From an optimization exercise on the open Yosys and OpenROAD flow, aimed at small area; shortcuts taken in it are not production practice. In this exercise RTL edits were held to simulation tests only and were not proved equivalent to the original. Power and IR drop assume default switching activity.

==> design.v <==
`timescale 1ns / 1ps
module i2c_slave #(
    parameter FILTER_LEN = 4
)
(
    input wire         clk,
    input wire         rst,
    input  wire        release_bus,
    input  wire [7:0]  s_axis_data_tdata,
    input  wire        s_axis_data_tvalid,
    output wire        s_axis_data_tready,
    input  wire        s_axis_data_tlast,
    output wire [7:0]  m_axis_data_tdata,
    output wire        m_axis_data_tvalid,
    input  wire        m_axis_data_tready,
    output wire        m_axis_data_tlast,
    input  wire        scl_i,
    output wire        scl_o,
    output wire        scl_t,
    input  wire        sda_i,
    output wire        sda_o,
    output wire        sda_t,
    output wire        busy,
    output wire [6:0]  bus_address,
    output wire        bus_addressed,
    output wire        bus_active,
    input  wire        enable,
    input  wire [6:0]  device_address,
    input  wire [6:0]  device_address_mask
);
localparam [4:0]
    STATE_IDLE = 4'd0,
    STATE_ADDRESS = 4'd1,
    STATE_ACK = 4'd2,
    STATE_WRITE_1 = 4'd3,
    STATE_WRITE_2 = 4'd4,
    STATE_READ_1 = 4'd5,
    STATE_READ_2 = 4'd6,
    STATE_READ_3 = 4'd7;
reg [4:0] state_reg, state_next;
reg [6:0] addr_reg, addr_next;
reg [7:0] data_reg, data_next;
reg data_valid_reg, data_valid_next;
reg data_out_reg_valid_reg, data_out_reg_valid_next;
reg last_reg, last_next;
reg mode_read_reg, mode_read_next;
reg [3:0] bit_count_reg, bit_count_next;
reg s_axis_data_tready_reg, s_axis_data_tready_next;
reg [7:0] m_axis_data_tdata_reg, m_axis_data_tdata_next;
reg m_axis_data_tvalid_reg, m_axis_data_tvalid_next;
reg m_axis_data_tlast_reg, m_axis_data_tlast_next;
reg [FILTER_LEN-1:0] scl_i_filter;
reg [FILTER_LEN-1:0] sda_i_filter;
reg scl_i_reg;
reg sda_i_reg;
reg scl_o_reg, scl_o_next;
reg sda_o_reg, sda_o_next;
reg last_scl_i_reg;
reg last_sda_i_reg;
reg busy_reg;
reg bus_active_reg;
reg bus_addressed_reg, bus_addressed_next;
assign bus_address = addr_reg;
assign s_axis_data_tready = s_axis_data_tready_reg;
assign m_axis_data_tdata = m_axis_data_tdata_reg;
assign m_axis_data_tvalid = m_axis_data_tvalid_reg;
assign m_axis_data_tlast = m_axis_data_tlast_reg;
assign scl_o = scl_o_reg;
assign scl_t = scl_o_reg;
assign sda_o = sda_o_reg;
assign sda_t = sda_o_reg;
assign busy = busy_reg;
assign bus_active = bus_active_reg;
assign bus_addressed = bus_addressed_reg;
wire scl_posedge, scl_negedge, sda_posedge, sda_negedge, start_bit, stop_bit;
assign scl_posedge = scl_i_reg && !last_scl_i_reg;
assign scl_negedge = !scl_i_reg && last_scl_i_reg;
assign sda_posedge = sda_i_reg && !last_sda_i_reg;
assign sda_negedge = !sda_i_reg && last_sda_i_reg;
assign start_bit = sda_negedge && scl_i_reg;
assign stop_bit = sda_posedge && scl_i_reg;
always @* begin
    state_next = STATE_IDLE;
    addr_next = addr_reg;
    data_next = data_reg;
    data_valid_next = data_valid_reg;
    data_out_reg_valid_next = data_out_reg_valid_reg;
    last_next = last_reg;
    mode_read_next = mode_read_reg;
    bit_count_next = bit_count_reg;
    s_axis_data_tready_next = 1'b0;
    m_axis_data_tdata_next = m_axis_data_tdata_reg;
    m_axis_data_tvalid_next = m_axis_data_tvalid_reg && !m_axis_data_tready;
    m_axis_data_tlast_next = m_axis_data_tlast_reg;
    scl_o_next = scl_o_reg;
    sda_o_next = sda_o_reg;
    bus_addressed_next = bus_addressed_reg;
    if (start_bit) begin
        data_valid_next = 1'b0;
        data_out_reg_valid_next = 1'b0;
        bit_count_next = 4'd7;
        m_axis_data_tlast_next = 1'b1;
        m_axis_data_tvalid_next = data_out_reg_valid_reg;
        bus_addressed_next = 1'b0;
        state_next = STATE_ADDRESS;
    end else if (release_bus || stop_bit) begin
        data_valid_next = 1'b0;
        data_out_reg_valid_next = 1'b0;
        m_axis_data_tlast_next = 1'b1;
        m_axis_data_tvalid_next = data_out_reg_valid_reg;
        bus_addressed_next = 1'b0;
        state_next = STATE_IDLE;
    end else begin
        case (state_reg)
            STATE_IDLE: begin
                data_valid_next = 1'b0;
                data_out_reg_valid_next = 1'b0;
                bus_addressed_next = 1'b0;
                state_next = STATE_IDLE;
            end
            STATE_ADDRESS: begin
                if (scl_posedge) begin
                    if (bit_count_reg > 0) begin
                        bit_count_next = bit_count_reg-1;
                        data_next = {data_reg[6:0], sda_i_reg};
                        state_next = STATE_ADDRESS;
                    end else begin
                        if (enable && (device_address & device_address_mask) == (data_reg[6:0] & device_address_mask)) begin
                            addr_next = data_reg[6:0];
                            mode_read_next = sda_i_reg;
                            bus_addressed_next = 1'b1;
                            state_next = STATE_ACK;
                        end else begin
                            state_next = STATE_IDLE;
                        end
                    end
                end else begin
                    state_next = STATE_ADDRESS;
                end
            end
            STATE_ACK: begin
                if (scl_negedge) begin
                    sda_o_next = 1'b0;
                    bit_count_next = 4'd7;
                    if (mode_read_reg) begin
                        s_axis_data_tready_next = 1'b1;
                        data_valid_next = 1'b0;
                        state_next = STATE_READ_1;
                    end else begin
                        state_next = STATE_WRITE_1;
                    end
                end else begin
                    state_next = STATE_ACK;
                end
            end
            STATE_WRITE_1: begin
                if (scl_negedge || !scl_o_reg) begin
                    sda_o_next = 1'b1;
                    if (m_axis_data_tvalid && !m_axis_data_tready) begin
                        scl_o_next = 1'b0;
                        state_next = STATE_WRITE_1;
                    end else begin
                        scl_o_next = 1'b1;
                        if (data_valid_reg) begin
                            m_axis_data_tdata_next = data_reg;
                            m_axis_data_tlast_next = 1'b0;
                        end
                        data_valid_next = 1'b0;
                        data_out_reg_valid_next = data_valid_reg;
                        state_next = STATE_WRITE_2;
                    end
                end else begin
                    state_next = STATE_WRITE_1;
                end
            end
            STATE_WRITE_2: begin
                if (scl_posedge) begin
                    data_next = {data_reg[6:0], sda_i_reg};
                    if (bit_count_reg > 0) begin
                        bit_count_next = bit_count_reg-1;
                        state_next = STATE_WRITE_2;
                    end else begin
                        m_axis_data_tvalid_next = data_out_reg_valid_reg;
                        data_out_reg_valid_next = 1'b0;
                        data_valid_next = 1'b1;
                        state_next = STATE_ACK;
                    end
                end else begin
                    state_next = STATE_WRITE_2;
                end
            end
            STATE_READ_1: begin
                if (s_axis_data_tready && s_axis_data_tvalid) begin
                    s_axis_data_tready_next = 1'b0;
                    data_next = s_axis_data_tdata;
                    data_valid_next = 1'b1;
                end else begin
                    s_axis_data_tready_next = !data_valid_reg;
                end
                if (scl_negedge || !scl_o_reg) begin
                    if (!data_valid_reg) begin
                        scl_o_next = 1'b0;
                        state_next = STATE_READ_1;
                    end else begin
                        scl_o_next = 1'b1;
                        {sda_o_next, data_next} = {data_reg, 1'b0};
                        if (bit_count_reg > 0) begin
                            bit_count_next = bit_count_reg-1;
                            state_next = STATE_READ_1;
                        end else begin
                            state_next = STATE_READ_2;
                        end
                    end
                end else begin
                    state_next = STATE_READ_1;
                end
            end
            STATE_READ_2: begin
                if (scl_negedge) begin
                    sda_o_next = 1'b1;
                    state_next = STATE_READ_3;
                end else begin
                    state_next = STATE_READ_2;
                end
            end
            STATE_READ_3: begin
                if (scl_posedge) begin
                    if (sda_i_reg) begin
                        state_next = STATE_IDLE;
                    end else begin
                        bit_count_next = 4'd7;
                        s_axis_data_tready_next = 1'b1;
                        data_valid_next = 1'b0;
                        state_next = STATE_READ_1;
                    end
                end else begin
                    state_next = STATE_READ_3;
                end
            end
        endcase
    end
end
always @(posedge clk) begin
    state_reg <= state_next;
    addr_reg <= addr_next;
    data_reg <= data_next;
    data_valid_reg <= data_valid_next;
    data_out_reg_valid_reg <= data_out_reg_valid_next;
    last_reg <= last_next;
    mode_read_reg <= mode_read_next;
    bit_count_reg <= bit_count_next;
    s_axis_data_tready_reg <= s_axis_data_tready_next;
    m_axis_data_tdata_reg <= m_axis_data_tdata_next;
    m_axis_data_tvalid_reg <= m_axis_data_tvalid_next;
    m_axis_data_tlast_reg <= m_axis_data_tlast_next;
    scl_i_filter <= (scl_i_filter << 1) | scl_i;
    sda_i_filter <= (sda_i_filter << 1) | sda_i;
    if (scl_i_filter == {FILTER_LEN{1'b1}}) begin
        scl_i_reg <= 1'b1;
    end else if (scl_i_filter == {FILTER_LEN{1'b0}}) begin
        scl_i_reg <= 1'b0;
    end
    if (sda_i_filter == {FILTER_LEN{1'b1}}) begin
        sda_i_reg <= 1'b1;
    end else if (sda_i_filter == {FILTER_LEN{1'b0}}) begin
        sda_i_reg <= 1'b0;
    end
    scl_o_reg <= scl_o_next;
    sda_o_reg <= sda_o_next;
    last_scl_i_reg <= scl_i_reg;
    last_sda_i_reg <= sda_i_reg;
    busy_reg <= !(state_reg == STATE_IDLE);
    if (start_bit) begin
        bus_active_reg <= 1'b1;
    end else if (stop_bit) begin
        bus_active_reg <= 1'b0;
    end else begin
        bus_active_reg <= bus_active_reg;
    end
    bus_addressed_reg <= bus_addressed_next;
    if (rst) begin
        state_reg <= STATE_IDLE;
        addr_reg <= 7'd0;
        data_reg <= 8'd0;
        data_valid_reg <= 1'b0;
        data_out_reg_valid_reg <= 1'b0;
        last_reg <= 1'b0;
        mode_read_reg <= 1'b0;
        bit_count_reg <= 4'd0;
        s_axis_data_tready_reg <= 1'b0;
        m_axis_data_tdata_reg <= 8'd0;
        m_axis_data_tvalid_reg <= 1'b0;
        m_axis_data_tlast_reg <= 1'b0;
        scl_i_filter <= {FILTER_LEN{1'b1}};
        sda_i_filter <= {FILTER_LEN{1'b1}};
        scl_i_reg <= 1'b1;
        sda_i_reg <= 1'b1;
        scl_o_reg <= 1'b1;
        sda_o_reg <= 1'b1;
        last_scl_i_reg <= 1'b1;
        last_sda_i_reg <= 1'b1;
        busy_reg <= 1'b0;
        bus_active_reg <= 1'b0;
        bus_addressed_reg <= 1'b0;
    end
end
endmodule
`timescale 1ns / 1ps
module i2c_slave_wbm #
(
    parameter FILTER_LEN = 4,
    parameter WB_DATA_WIDTH = 32,                   
    parameter WB_ADDR_WIDTH = 32,                   
    parameter WB_SELECT_WIDTH = (WB_DATA_WIDTH/8)   
)
(
    input wire                        clk,
    input wire                        rst,
    input  wire                       i2c_scl_i,
    output wire                       i2c_scl_o,
    output wire                       i2c_scl_t,
    input  wire                       i2c_sda_i,
    output wire                       i2c_sda_o,
    output wire                       i2c_sda_t,
    output wire [WB_ADDR_WIDTH-1:0]   wb_adr_o,    
    input  wire [WB_DATA_WIDTH-1:0]   wb_dat_i,    
    output wire [WB_DATA_WIDTH-1:0]   wb_dat_o,    
    output wire                       wb_we_o,     
    output wire [WB_SELECT_WIDTH-1:0] wb_sel_o,    
    output wire                       wb_stb_o,    
    input  wire                       wb_ack_i,    
    input  wire                       wb_err_i,    
    output wire                       wb_cyc_o,    
    output wire                       busy,
    output wire                       bus_addressed,
    output wire                       bus_active,
    input  wire                       enable,
    input  wire [6:0]                 device_address
);
parameter WB_VALID_ADDR_WIDTH = WB_ADDR_WIDTH - $clog2(WB_SELECT_WIDTH);
parameter WB_WORD_WIDTH = WB_SELECT_WIDTH;
parameter WB_WORD_SIZE = WB_DATA_WIDTH/WB_WORD_WIDTH;
parameter WORD_PART_ADDR_WIDTH = $clog2(WB_WORD_SIZE/8);
parameter ADDR_WIDTH_ADJ = WB_ADDR_WIDTH+WORD_PART_ADDR_WIDTH;
parameter ADDR_WORD_WIDTH = (ADDR_WIDTH_ADJ+7)/8;
localparam [2:0]
    STATE_IDLE = 3'd0,
    STATE_ADDRESS = 3'd1,
    STATE_READ_1 = 3'd2,
    STATE_READ_2 = 3'd3,
    STATE_WRITE_1 = 3'd4,
    STATE_WRITE_2 = 3'd5;
reg [2:0] state_reg, state_next;
reg [7:0] count_reg, count_next;
reg last_cycle_reg;
reg [ADDR_WIDTH_ADJ-1:0] addr_reg, addr_next;
reg [WB_DATA_WIDTH-1:0] data_reg, data_next;
reg wb_we_o_reg, wb_we_o_next;
reg [WB_SELECT_WIDTH-1:0] wb_sel_o_reg, wb_sel_o_next;
reg wb_stb_o_reg, wb_stb_o_next;
reg wb_cyc_o_reg, wb_cyc_o_next;
reg busy_reg;
reg [7:0] data_in_reg, data_in_next;
reg data_in_valid_reg, data_in_valid_next;
wire data_in_ready;
wire [7:0] data_out;
wire data_out_valid;
wire data_out_last;
reg data_out_ready_reg, data_out_ready_next;
assign wb_adr_o = {addr_reg[ADDR_WIDTH_ADJ-1:ADDR_WIDTH_ADJ-WB_VALID_ADDR_WIDTH], {WB_ADDR_WIDTH-WB_VALID_ADDR_WIDTH{1'b0}}};
assign wb_dat_o = data_reg;
assign wb_we_o = wb_we_o_reg;
assign wb_sel_o = wb_sel_o_reg;
assign wb_stb_o = wb_stb_o_reg;
assign wb_cyc_o = wb_cyc_o_reg;
assign busy = busy_reg;
always @* begin
    state_next = STATE_IDLE;
    count_next = count_reg;
    data_in_next = 8'd0;
    data_in_valid_next = 1'b0;
    data_out_ready_next = 1'b0;
    addr_next = addr_reg;
    data_next = data_reg;
    wb_we_o_next = wb_we_o_reg;
    wb_sel_o_next = wb_sel_o_reg;
    wb_stb_o_next = 1'b0;
    wb_cyc_o_next = 1'b0;
    case (state_reg)
        STATE_IDLE: begin
            wb_we_o_next = 1'b0;
            if (data_out_valid) begin
                count_next = ADDR_WORD_WIDTH-1;
                state_next = STATE_ADDRESS;
            end else if (data_in_ready & ~data_in_valid_reg) begin
                wb_cyc_o_next = 1'b1;
                wb_stb_o_next = 1'b1;
                wb_sel_o_next = {WB_SELECT_WIDTH{1'b1}};
                state_next = STATE_READ_1;
            end
        end
        STATE_ADDRESS: begin
            data_out_ready_next = 1'b1;
            if (data_out_ready_reg & data_out_valid) begin
                addr_next[8*count_reg +: 8] = data_out;
                count_next = count_reg - 1;
                if (count_reg == 0) begin
                    if (WB_ADDR_WIDTH == WB_VALID_ADDR_WIDTH && WORD_PART_ADDR_WIDTH == 0) begin
                        count_next = 0;
                    end else begin
                        count_next = addr_next[ADDR_WIDTH_ADJ-WB_VALID_ADDR_WIDTH-1:0];
                    end
                    wb_sel_o_next = {WB_SELECT_WIDTH{1'b0}};
                    data_next = {WB_DATA_WIDTH{1'b0}};
                    if (data_out_last) begin
                        state_next = STATE_IDLE;
                    end else begin
                        state_next = STATE_WRITE_1;
                    end
                end else begin
                    if (data_out_last) begin
                        state_next = STATE_IDLE;
                    end else begin
                        state_next = STATE_ADDRESS;
                    end
                end
            end else begin
                state_next = STATE_ADDRESS;
            end
        end
        STATE_READ_1: begin
            wb_cyc_o_next = 1'b1;
            wb_stb_o_next = 1'b1;
            if (wb_ack_i || wb_err_i) begin
                data_next = wb_dat_i;
                addr_next = addr_reg + (1 << (WB_ADDR_WIDTH-WB_VALID_ADDR_WIDTH+WORD_PART_ADDR_WIDTH));
                wb_cyc_o_next = 1'b0;
                wb_stb_o_next = 1'b0;
                wb_sel_o_next = {WB_SELECT_WIDTH{1'b0}};
                state_next = STATE_READ_2;
            end else begin
                state_next = STATE_READ_1;
            end
        end
        STATE_READ_2: begin
            if (data_out_valid | !bus_addressed) begin
                state_next = STATE_IDLE;
            end else if (data_in_ready & ~data_in_valid_reg) begin
                data_in_next = data_reg[8*count_reg +: 8];
                data_in_valid_next = 1'b1;
                count_next = count_reg + 1;
                if (count_reg == (WB_SELECT_WIDTH*WB_WORD_SIZE/8)-1) begin
                    count_next = 0;
                    state_next = STATE_IDLE;
                end else begin
                    state_next = STATE_READ_2;
                end
            end else begin
                state_next = STATE_READ_2;
            end
        end
        STATE_WRITE_1: begin
            data_out_ready_next = 1'b1;
            if (data_out_ready_reg & data_out_valid) begin
                data_next[8*count_reg +: 8] = data_out;
                count_next = count_reg + 1;
                wb_sel_o_next[count_reg >> ((WB_WORD_SIZE/8)-1)] = 1'b1;
                if (count_reg == (WB_SELECT_WIDTH*WB_WORD_SIZE/8)-1 || data_out_last) begin
                    count_next = 0;
                    wb_we_o_next = 1'b1;
                    wb_cyc_o_next = 1'b1;
                    wb_stb_o_next = 1'b1;
                    state_next = STATE_WRITE_2;
                end else begin
                    state_next = STATE_WRITE_1;
                end
            end else begin
                state_next = STATE_WRITE_1;
            end
        end
        STATE_WRITE_2: begin
            wb_cyc_o_next = 1'b1;
            wb_stb_o_next = 1'b1;
            if (wb_ack_i || wb_err_i) begin
                data_next = {WB_DATA_WIDTH{1'b0}};
                addr_next = addr_reg + (1 << (WB_ADDR_WIDTH-WB_VALID_ADDR_WIDTH+WORD_PART_ADDR_WIDTH));
                wb_cyc_o_next = 1'b0;
                wb_stb_o_next = 1'b0;
                wb_sel_o_next = {WB_SELECT_WIDTH{1'b0}};
                if (last_cycle_reg) begin
                    state_next = STATE_IDLE;
                end else begin
                    state_next = STATE_WRITE_1;
                end
            end else begin
                state_next = STATE_WRITE_2;
            end
        end
    endcase
end
always @(posedge clk) begin
    state_reg <= state_next;
    count_reg <= count_next;
    if (data_out_ready_reg & data_out_valid) begin
        last_cycle_reg <= data_out_last;
    end
    addr_reg <= addr_next;
    data_reg <= data_next;
    wb_we_o_reg <= wb_we_o_next;
    wb_sel_o_reg <= wb_sel_o_next;
    wb_stb_o_reg <= wb_stb_o_next;
    wb_cyc_o_reg <= wb_cyc_o_next;
    busy_reg <= state_next != STATE_IDLE;
    data_in_reg <= data_in_next;
    data_in_valid_reg <= data_in_valid_next;
    data_out_ready_reg <= data_out_ready_next;
    if (rst) begin
        state_reg <= STATE_IDLE;
        count_reg <= 8'd0;
        last_cycle_reg <= 1'b0;
        addr_reg <= {ADDR_WIDTH_ADJ{1'b0}};
        data_reg <= {WB_DATA_WIDTH{1'b0}};
        wb_we_o_reg <= 1'b0;
        wb_sel_o_reg <= {WB_SELECT_WIDTH{1'b0}};
        data_in_reg <= 8'd0;
        data_in_valid_reg <= 1'b0;
        data_out_ready_reg <= 1'b0;
        wb_stb_o_reg <= 1'b0;
        wb_cyc_o_reg <= 1'b0;
        busy_reg <= 1'b0;
    end
end
i2c_slave #(
    .FILTER_LEN(FILTER_LEN)
)
i2c_slave_inst (
    .clk(clk),
    .rst(rst),
    .release_bus(1'b0),
    .s_axis_data_tdata(data_in_reg),
    .s_axis_data_tvalid(data_in_valid_reg),
    .s_axis_data_tready(data_in_ready),
    .s_axis_data_tlast(1'b0),
    .m_axis_data_tdata(data_out),
    .m_axis_data_tvalid(data_out_valid),
    .m_axis_data_tready(data_out_ready_reg),
    .m_axis_data_tlast(data_out_last),
    .scl_i(i2c_scl_i),
    .scl_o(i2c_scl_o),
    .scl_t(i2c_scl_t),
    .sda_i(i2c_sda_i),
    .sda_o(i2c_sda_o),
    .sda_t(i2c_sda_t),
    .busy(),
    .bus_address(),
    .bus_addressed(bus_addressed),
    .bus_active(bus_active),
    .enable(enable),
    .device_address(device_address),
    .device_address_mask(7'h7f)
);
endmodule
`timescale 1ns / 1ps
module i2c_regs (
	input  wire        clk,
	input  wire        rst_n,               
	input  wire        scl_i,
	output wire        scl_o,
	output wire        scl_t,
	input  wire        sda_i,
	output wire        sda_o,
	output wire        sda_t,
	input  wire        pll_lock,
	input  wire        second_pll_lock,
	input  wire        subg_delay_cflag,
	output wire        i2c_busy,
	output wire        i2c_addressed,
	output wire        i2c_bus_active,
	output reg         internal_rst,
	output reg         led_rst,
	output reg  [7:0]  ufl_p7_sel,
	output reg  [7:0]  ufl_p8_sel,
	output reg         subg_rx_invert,
	output reg         wifi_rx_invert,
	output reg         subg_sync_check_enable,
	output reg         wifi_sync_check_enable,
	output reg  [15:0] spi1_test_pattern,
	output reg  [15:0] spi2_test_pattern,
	output reg  [15:0] spi3_test_pattern,
	output reg  [15:0] spi4_test_pattern,
	output reg  [3:0]  spi_test_pattern_enable,
	output reg  [31:0] tx_lvds_test_pattern,
	output reg         tx_lvds_test_pattern_enable,
	output reg         subg_delay_loadn,
	output reg         subg_delay_move,
	output reg         subg_delay_direction
);
wire [7:0] wb_dat_o;
wire [15:0] wb_adr_o;
wire wb_we_o, wb_stb_o, wb_cyc_o, wb_sel_o;
reg [7:0] wb_dat_i;
reg wb_ack_i;
wire wb_err_i = 1'b0;
i2c_slave_wbm  #(
	.FILTER_LEN(4),
	.WB_DATA_WIDTH(8),
	.WB_ADDR_WIDTH(16),
	.WB_SELECT_WIDTH(1)
	) i2c_slave (
	.clk(clk),
	.rst(!rst_n),
	.i2c_scl_i(scl_i),
	.i2c_scl_o(scl_o),
	.i2c_scl_t(scl_t),
	.i2c_sda_i(sda_i),
	.i2c_sda_o(sda_o),
	.i2c_sda_t(sda_t),
    .wb_adr_o(wb_adr_o),    
    .wb_dat_i(wb_dat_i),    
    .wb_dat_o(wb_dat_o),    
    .wb_we_o(wb_we_o),     
    .wb_sel_o(wb_sel_o),    
    .wb_stb_o(wb_stb_o),    
    .wb_ack_i(wb_ack_i),    
    .wb_err_i(wb_err_i),    
    .wb_cyc_o(wb_cyc_o),    
    .busy(i2c_busy),
    .bus_addressed(i2c_addressed),
    .bus_active(i2c_bus_active),
    .enable(1'b1),
    .device_address(7'h10)
);
reg [7:0] reg0,reg1,reg2;
always @(posedge clk) begin
	if (!rst_n) begin
	  reg0 <= 8'h00;
	  reg1 <= 8'h00;
	  reg2 <= 8'h00;
	  internal_rst <= 1'b0;
	  led_rst <= 1'b0;  
	  ufl_p7_sel <= 8'd7;
	  ufl_p8_sel <= 8'd8;
	  subg_rx_invert <= 1'b1;
	  wifi_rx_invert <= 1'b1;
	  spi1_test_pattern <= 16'hdead;
	  spi2_test_pattern <= 16'hbeef;
	  spi3_test_pattern <= 16'ha5a5;
	  spi4_test_pattern <= 16'h5a5a;
	  spi_test_pattern_enable <= 4'd0;
	  tx_lvds_test_pattern <= { 2'b10, 14'h3ffe, 2'b01, 14'h3fff };
	  tx_lvds_test_pattern_enable <= 1'b1;
	  subg_sync_check_enable <= 1'b1;
	  wifi_sync_check_enable <= 1'b1;
	  subg_delay_loadn <= 1'b0;
	  subg_delay_move <= 1'b0;
	  subg_delay_direction <= 1'b0;
	end
	else if (wb_cyc_o && wb_stb_o && wb_we_o) begin
	  case (wb_adr_o)
		16'h0000: reg0 <= wb_dat_o;
		16'h0001: reg1 <= wb_dat_o;
		16'h0002: reg2 <= wb_dat_o;
		16'h0004: begin
			internal_rst <= wb_dat_o[0];
			led_rst <= wb_dat_o[1];
		end
		16'h0005: ufl_p7_sel <= wb_dat_o;
		16'h0006: ufl_p8_sel <= wb_dat_o;
		16'h0007: begin
			subg_rx_invert <= wb_dat_o[0];
			wifi_rx_invert <= wb_dat_o[1];
			subg_sync_check_enable <= wb_dat_o[2];
			wifi_sync_check_enable <= wb_dat_o[3];
		end
		16'h0008: spi1_test_pattern[15:8] <= wb_dat_o;
		16'h0009: spi1_test_pattern[7:0] <= wb_dat_o;
		16'h000A: spi2_test_pattern[15:8] <= wb_dat_o;
		16'h000B: spi2_test_pattern[7:0] <= wb_dat_o;
		16'h000C: spi3_test_pattern[15:8] <= wb_dat_o;
		16'h000D: spi3_test_pattern[7:0] <= wb_dat_o;
		16'h000E: spi4_test_pattern[15:8] <= wb_dat_o;
		16'h000F: spi4_test_pattern[7:0] <= wb_dat_o;
		16'h0010: spi_test_pattern_enable <= wb_dat_o[3:0];
		16'h0011: tx_lvds_test_pattern[31:24] <= wb_dat_o;
		16'h0012: tx_lvds_test_pattern[23:16] <= wb_dat_o;
		16'h0013: tx_lvds_test_pattern[15:8] <= wb_dat_o;
		16'h0014: tx_lvds_test_pattern[7:0] <= wb_dat_o;
		16'h0015: tx_lvds_test_pattern_enable <= wb_dat_o[0];
		16'h0016: begin
			subg_delay_loadn <= wb_dat_o[0];
			subg_delay_move <= wb_dat_o[1];
			subg_delay_direction <= wb_dat_o[2];
		end
		default: ;  
	  endcase
	end
end
reg [7:0] data_mux;
always @* begin
	case (wb_adr_o)
	  16'h0000: data_mux = reg0;
	  16'h0001: data_mux = reg1;
	  16'h0002: data_mux = reg2;
	  16'h0003: data_mux = { 6'b0, second_pll_lock, pll_lock };
	  16'h0004: data_mux = { 6'b0, led_rst, internal_rst };
	  16'h0005: data_mux = ufl_p7_sel;
	  16'h0006: data_mux = ufl_p8_sel;
	  16'h0007: data_mux = { 4'b0, wifi_sync_check_enable, subg_sync_check_enable, wifi_rx_invert, subg_rx_invert };
	  16'h0008: data_mux = spi1_test_pattern[15:8];
	  16'h0009: data_mux = spi1_test_pattern[7:0];
	  16'h000A: data_mux = spi2_test_pattern[15:8];
	  16'h000B: data_mux = spi2_test_pattern[7:0];
	  16'h000C: data_mux = spi3_test_pattern[15:8];
	  16'h000D: data_mux = spi3_test_pattern[7:0];
	  16'h000E: data_mux = spi4_test_pattern[15:8];
	  16'h000F: data_mux = spi4_test_pattern[7:0];
	  16'h0010: data_mux = { 4'b0, spi_test_pattern_enable };
	  16'h0011: data_mux = tx_lvds_test_pattern[31:24];
	  16'h0012: data_mux = tx_lvds_test_pattern[23:16];
	  16'h0013: data_mux = tx_lvds_test_pattern[15:8];
	  16'h0014: data_mux = tx_lvds_test_pattern[7:0];
	  16'h0015: data_mux = {7'b0, tx_lvds_test_pattern_enable};
	  16'h0016: data_mux = {4'b0, subg_delay_cflag, subg_delay_direction, subg_delay_move, subg_delay_loadn};
	  default: data_mux = 8'hFF;  
	endcase
end
always @(posedge clk) begin
	if (!rst_n) begin
	  wb_dat_i <= 8'h00;
	  wb_ack_i <= 1'b0;
	end
	else begin
	  wb_dat_i <= data_mux;
	  wb_ack_i <= (wb_cyc_o && wb_stb_o);
	end
end
endmodule
==> run.sh <==
#!/bin/bash
# synth_recipe.tcl (not shown) runs the flow's synth.tcl, then flattens the netlist and writes it again
# the make line also repeats each setting of config.mk as NAME=value (left out here)
make -C /OpenROAD-flow-scripts/flow DESIGN_CONFIG=/design/flow/config.mk WORK_HOME=/design/flow/orfs CLKGATE_MAP_FILE= SYNTH_SCRIPT=/design/flow/synth_recipe.tcl finish
==> config.mk <==
export PLATFORM = sky130hd
export DESIGN_NAME = i2c_regs
export DESIGN_NICKNAME = i2c_regs
export VERILOG_FILES = /design/flow/design.v
export SDC_FILE = /design/flow/constraint.sdc
export NUM_CORES = 4
export LEC_CHECK = 0
export CAP_MARGIN = 20
export CORE_MARGIN = 2
export CORE_UTILIZATION = 40
export SLEW_MARGIN = 20
==> constraint.sdc <==
create_clock -name core_clock -period 10.0 [get_ports {clk}]
set_input_delay 2.0000 -clock core_clock [delete_from_list [all_inputs] [get_ports {clk}]]
set_output_delay 2.0000 -clock core_clock [all_outputs]
set_load 0.01 [all_outputs]
==> summary.txt <==
# TYPE chip_impl_metric gauge
chip_impl_info{name="status",value="finished clean"} 1
chip_impl_metric{name="ios",unit=""} 140
chip_impl_metric{name="global_route.overflow_total",unit=""} 0
chip_impl_metric{name="max_slew_headroom_at_the_worst_pin",unit="%"} 22.2
chip_impl_metric{name="port-buffer-count",unit=""} 139
chip_impl_metric{name="largest_net_degree_at_the_start_of_global_routing",unit=""} 91
chip_impl_metric{name="timing.fmax",unit="MHz"} 251
chip_impl_metric{name="drive_above_1_share",unit="%"} 6.10
chip_impl_info{name="timing.hold.worst_endpoint",value="i2c_slave.i2c_slave_inst.scl_i_filter[2]$_SDFF_PN1_"} 1
chip_impl_metric{name="post_synth.cell_area_avg",unit="um2"} 7.98
chip_impl_metric{name="antenna_found_initial",unit=""} 0
chip_impl_metric{name="timing.reg2reg.worst_path_depth",unit=""} 7
chip_impl_metric{name="final.setup.worst_slack",unit="ns"} 6.01
chip_impl_info{name="critPathKind",value="in -> reg"} 1
chip_impl_metric{name="critical_path_peak_fanout",unit=""} 65
chip_impl_metric{name="overall_die_area",unit="um2"} 32900
chip_impl_info{name="r2r-start",value="i2c_slave.addr_reg[3]$_SDFFE_PN0P_"} 1
chip_impl_metric{name="postRouteAntennaNets",unit=""} 0
chip_impl_metric{name="count_of_yosys_warnings_during_synthesis",unit=""} 3
chip_impl_metric{name="clock_tree.htree_level_count",unit=""} 1
chip_impl_info{name="worst_path_most_repeated_cell",value="buf_4"} 1
chip_impl_metric{name="tritoncts.num_buffers",unit=""} 28
chip_impl_metric{name="cts.repair.resized",unit=""} 0
chip_impl_metric{name="routed_wirelength",unit="mm"} 45.4
chip_impl_metric{name="first_global_vias",unit=""} 11600
chip_impl_metric{name="hold_slack",unit="ns"} 0.450
chip_impl_info{name="cts_root_buf",value="clkbuf_16"} 1
chip_impl_metric{name="mappedNetlistNets",unit=""} 1593
chip_impl_metric{name="max-vdd-ir-drop",unit="mV"} 0.140
chip_impl_metric{name="dp_cells",unit=""} 1999
chip_impl_metric{name="total_power",unit="mW"} 2.17
chip_impl_metric{name="finish.cell_count_without_fillers",unit=""} 2052
chip_impl_metric{name="num_vias",unit=""} 12600
chip_impl_metric{name="final_area",unit="um2"} 15100
chip_impl_metric{name="final-setup-viol-count",unit=""} 0
chip_impl_metric{name="route.detailed.vias_per_inst",unit=""} 6.12
chip_impl_metric{name="largest_reg_flops",unit=""} 32
chip_impl_metric{name="nNetsFinal",unit=""} 1650
chip_impl_metric{name="synth.ff_latch_count",unit=""} 253
chip_impl_metric{name="ys_seq_area_share",unit="%"} 40.2
chip_impl_metric{name="synth_enable_flop_cells",unit=""} 0
chip_impl_metric{name="clk_transition_reported_paths",unit="ns"} 0.06
chip_impl_metric{name="lkg_pwr",unit="nW"} 5.41
chip_impl_info{name="startpoint_type",value="input pin"} 1
chip_impl_metric{name="holdPathStages",unit=""} 1
chip_impl_info{name="capturing_point_of_the_worst_reg2reg_path",value="tx_lvds_test_pattern[10]$_SDFFE_PN1P_"} 1
chip_impl_metric{name="clock_path_buffers",unit=""} 3
chip_impl_info{name="cts_tree",value="built"} 1
chip_impl_metric{name="dp.final_hpwl",unit="mm"} 30.7
chip_impl_metric{name="final-max-slew-violation-count",unit=""} 0
chip_impl_metric{name="timing.final.crit_share",unit="%"} 39.9
chip_impl_metric{name="effective_utilization_at_floorplan",unit="%"} 40.9
chip_impl_metric{name="synth_cell_type_count",unit=""} 82
chip_impl_metric{name="die_width",unit="um"} 181
chip_impl_metric{name="clock_skew",unit="ns"} 0.0528
chip_impl_metric{name="grt_pass1_wl",unit="mm"} 69.9
chip_impl_metric{name="drt_iter0_drc",unit=""} 1290
chip_impl_metric{name="later_pin_clock_latency_in_the_skew_report",unit="ns"} 0.59
chip_impl_info{name="min-delay-path-class",value="reg -> reg"} 1
chip_impl_metric{name="ctsHoldBuffers",unit=""} 0
chip_impl_metric{name="post-cts-setup-buffers",unit=""} 0
chip_impl_metric{name="timing_worst_slew_pin_value",unit="ns"} 1.17
chip_impl_metric{name="insertedDiodeCount",unit=""} 0
chip_impl_info{name="worstHoldStart",value="i2c_slave.i2c_slave_inst.scl_i_filter[1]$_SDFF_PN1_"} 1
chip_impl_metric{name="critical-path-max-stage-delay",unit="ns"} 0.77
chip_impl_metric{name="synth_async_sr_flop_share",unit="%"} 0
chip_impl_metric{name="worst_ep_arrival_time",unit="ns"} 4.43
chip_impl_metric{name="syn2layout_area_growth",unit="%"} 19.6
chip_impl_metric{name="drt-pass1-iter-count",unit=""} 5
chip_impl_info{name="largest_register",value="tx_lvds_test_pattern"} 1
chip_impl_metric{name="fin_crit",unit="ns"} 3.99
chip_impl_metric{name="fin_tns_setup",unit="ns"} 0
chip_impl_metric{name="netlist_area",unit="um2"} 12600
chip_impl_metric{name="place_congestion",unit=""} 0.924
chip_impl_info{name="critical_path.slowest_cell",value="clkinv_2"} 1
chip_impl_metric{name="multiInputGateArea",unit="um2"} 6870
chip_impl_info{name="critPathCaptureType",value="register"} 1
chip_impl_metric{name="core_area",unit="um2"} 30700
chip_impl_metric{name="placedInstanceArea",unit="um2"} 14000
chip_impl_metric{name="regArea",unit="um2"} 5070
chip_impl_metric{name="fill_cell_count",unit=""} 3032
chip_impl_metric{name="powerDensity",unit="nW/um2"} 144
chip_impl_metric{name="core.rowCount",unit=""} 64
chip_impl_info{name="grt_setup_unrepaired",value="no"} 1
chip_impl_metric{name="average_wire_length_per_cell_after_detail_routing",unit="um"} 22.1
chip_impl_info{name="cell_chain_critical_path",value="buf_4, clkinv_2, buf_4, a211o_1, a311oi_1"} 1
chip_impl_metric{name="synthCells",unit=""} 1577
chip_impl_metric{name="drt_drc_violations_left",unit=""} 0
chip_impl_metric{name="cap_viol_max_count",unit=""} 0
chip_impl_metric{name="setup.reg_to_reg.worst_slack",unit="ns"} 6.62
chip_impl_metric{name="timing.final.hold_violations",unit=""} 0
chip_impl_metric{name="layout.core_utilization",unit="%"} 49.0
chip_impl_metric{name="grt_util_all_layers",unit="%"} 26.7
chip_impl_metric{name="place_worst_setup_slack",unit="ns"} 5.48
chip_impl_metric{name="chipHeight",unit="um"} 181
chip_impl_metric{name="required_time_of_the_critical_path",unit="ns"} 10.44
chip_impl_info{name="synth_ff_type",value="dfxtp_1"} 1
chip_impl_metric{name="clkSinkCount",unit=""} 253
[layout make-up]
cell class,instances,area share (%)
multi-input combinational,1174,45.6
timing repair buffer,160,10.3
clock buffer,39,5.26
tap,396,3.29
inverter,17,0.432
sequential,253,33.7
clock inverter,13,1.48
[power breakdown]
| part | total [mW] | internal, mW | switching, mW |
|---|---|---|---|
| sequential | 1.01 | 1.01 | 0.000638 |
| clock | 1.13 | 0.684 | 0.448 |
| combinational | 0.0243 | 0.00466 | 0.0197 |
| total | 2.17 | 1.70 | 0.468 |
[cells in the mapped netlist (4+ instances only)]
library cell,instances,area (um2)
inv_1,16,60.1
dfxtp_1,253,5060
a21o_1,6,45.0
a22o_1,11,96.3
o2bb2ai_1,10,87.6
ha_1,9,113
or3_1,14,87.6
buf_4,5,37.5
nor4_1,9,56.3
a41oi_1,4,35.0
nand3b_1,4,30.0
clkbuf_1,90,338
nor2b_1,12,75.1
buf_1,7,26.3
a31oi_1,17,106
o41ai_1,4,35.0
o31a_1,8,70.1
a22oi_1,47,353
o21a_1,7,52.6
o21ai_1,5,25.0
nand4_1,21,131
nand2_1,291,1090
and3_1,20,125
nand3_1,149,746
and4_1,4,35.0
nor4b_1,5,43.8
nor3b_1,8,60.1
o22ai_1,7,43.8
nor4_4,7,149
o211ai_1,10,75.1
and2_1,21,131
buf_2,27,135
a211oi_1,16,120
a32oi_1,13,114
a221oi_1,8,70.1
o21ai_0,48,240
nor2_1,88,330
mux2_2,5,56.3
nor3_1,29,145
a311oi_1,4,35.0
mux2i_1,51,510
o21bai_1,5,37.5
a21oi_1,105,526
nand2b_1,27,169
[metal layers]
layer / vias up / wire [um] / global-route usage [%]
li1: 5818 / - / -
met1: 6018 / 20300 / 38.1
met2: 636 / 20100 / 41.2
met3: 79 / 3950 / 4.93
met4: 0 / 1120 / 7.02
met5: - / 0 / 0
[logic make-up after synthesis]
group,count (synthesis),share of synthesized area (%)
simple gates,737,29.3
compound gates,367,19.5
flops,253,40.2
buf+inv,150,5.20
mux,56,4.50
fa+ha+maj,9,0.895
xor+xnor,5,0.348
[worst max-delay path: cells and delay by family]
kind | cells | cell delay, ns
buffers and inverters | 3 | 1.83
AO/OA/AOI/OAI | 2 | 0.53
[how the worst max path moves through the flow]
stage | slack, ns | startpoint | to
after floorplan | 6.92 | pll_lock | wb_dat_i[0]$_SDFF_PN0_
after global placement | 5.49 | rst_n | i2c_slave.addr_reg[0]$_SDFFE_PN0P_
after detailed placement | 5.48 | rst_n | i2c_slave.addr_reg[1]$_SDFFE_PN0P_
after CTS | 6.04 | rst_n | i2c_slave.addr_reg[1]$_SDFFE_PN0P_
after global routing | 5.84 | rst_n | i2c_slave.addr_reg[0]$_SDFFE_PN0P_
final | 6.01 | rst_n | i2c_slave.addr_reg[1]$_SDFFE_PN0P_
[layout by cell type (no fill, tap or decap), drive strengths merged, types with 9 or more instances in the layout]
| cell type | netlist | layout |
|---|---|---|
| nand2 | 291 | 291 |
| dfxtp | 253 | 253 |
| nand3 | 149 | 149 |
| clkdlybuf4s50 | 0 | 138 |
| a21oi | 106 | 106 |
| nor2 | 88 | 88 |
| o21ai | 53 | 53 |
| mux2i | 51 | 51 |
| a22oi | 47 | 47 |
| clkbuf | 90 | 40 |
| nor3 | 33 | 33 |
| nand2b | 27 | 27 |
| and2 | 22 | 22 |
| nand4 | 21 | 21 |
| buf | 43 | 21 |
| and3 | 20 | 20 |
| nor4 | 18 | 18 |
| a31oi | 17 | 17 |
| a211oi | 16 | 16 |
| inv | 17 | 16 |
| or3 | 14 | 14 |
| a32oi | 13 | 13 |
| nor2b | 12 | 12 |
| a22o | 11 | 11 |
| o2bb2ai | 10 | 10 |
| o211ai | 10 | 10 |
| ha | 9 | 9 |

[static timing again, ports no longer ideal]
How much do the figures lean on ideal ports? The routed layout below was timed once more, with nothing changed but the port constraints. Step 1 (the two cells are an assumption about what drives the block):
set clk [get_ports {clk}]
set_driving_cell -lib_cell sky130_fd_sc_hd__clkbuf_16 $clk
set_driving_cell -lib_cell sky130_fd_sc_hd__buf_2 [delete_from_list [all_inputs] $clk]
Step 2 adds t to the input delays and takes it off the output delays; t is the mean of the earliest and latest rising clock arrival at the registers after step 1. Input paths then give back, and output paths get back, about the clock's delay inside the block. a / b / c = ideal / step 1 / step 2; a / b = the first two.
t (ns): 0.611
setup slack, ns: 6.011 / 6.035 / 5.424
hold WS [ns]: 0.450 / 0.450 / 0.450
latest minus earliest clock arrival (ns): 0.053 / 0.053
pins driven straight from the clock port: 1
After both steps setup and hold are still met in this run. For this run, drivers alone change the setup slack by +0.024 ns; drivers and shift together by -0.587 ns.
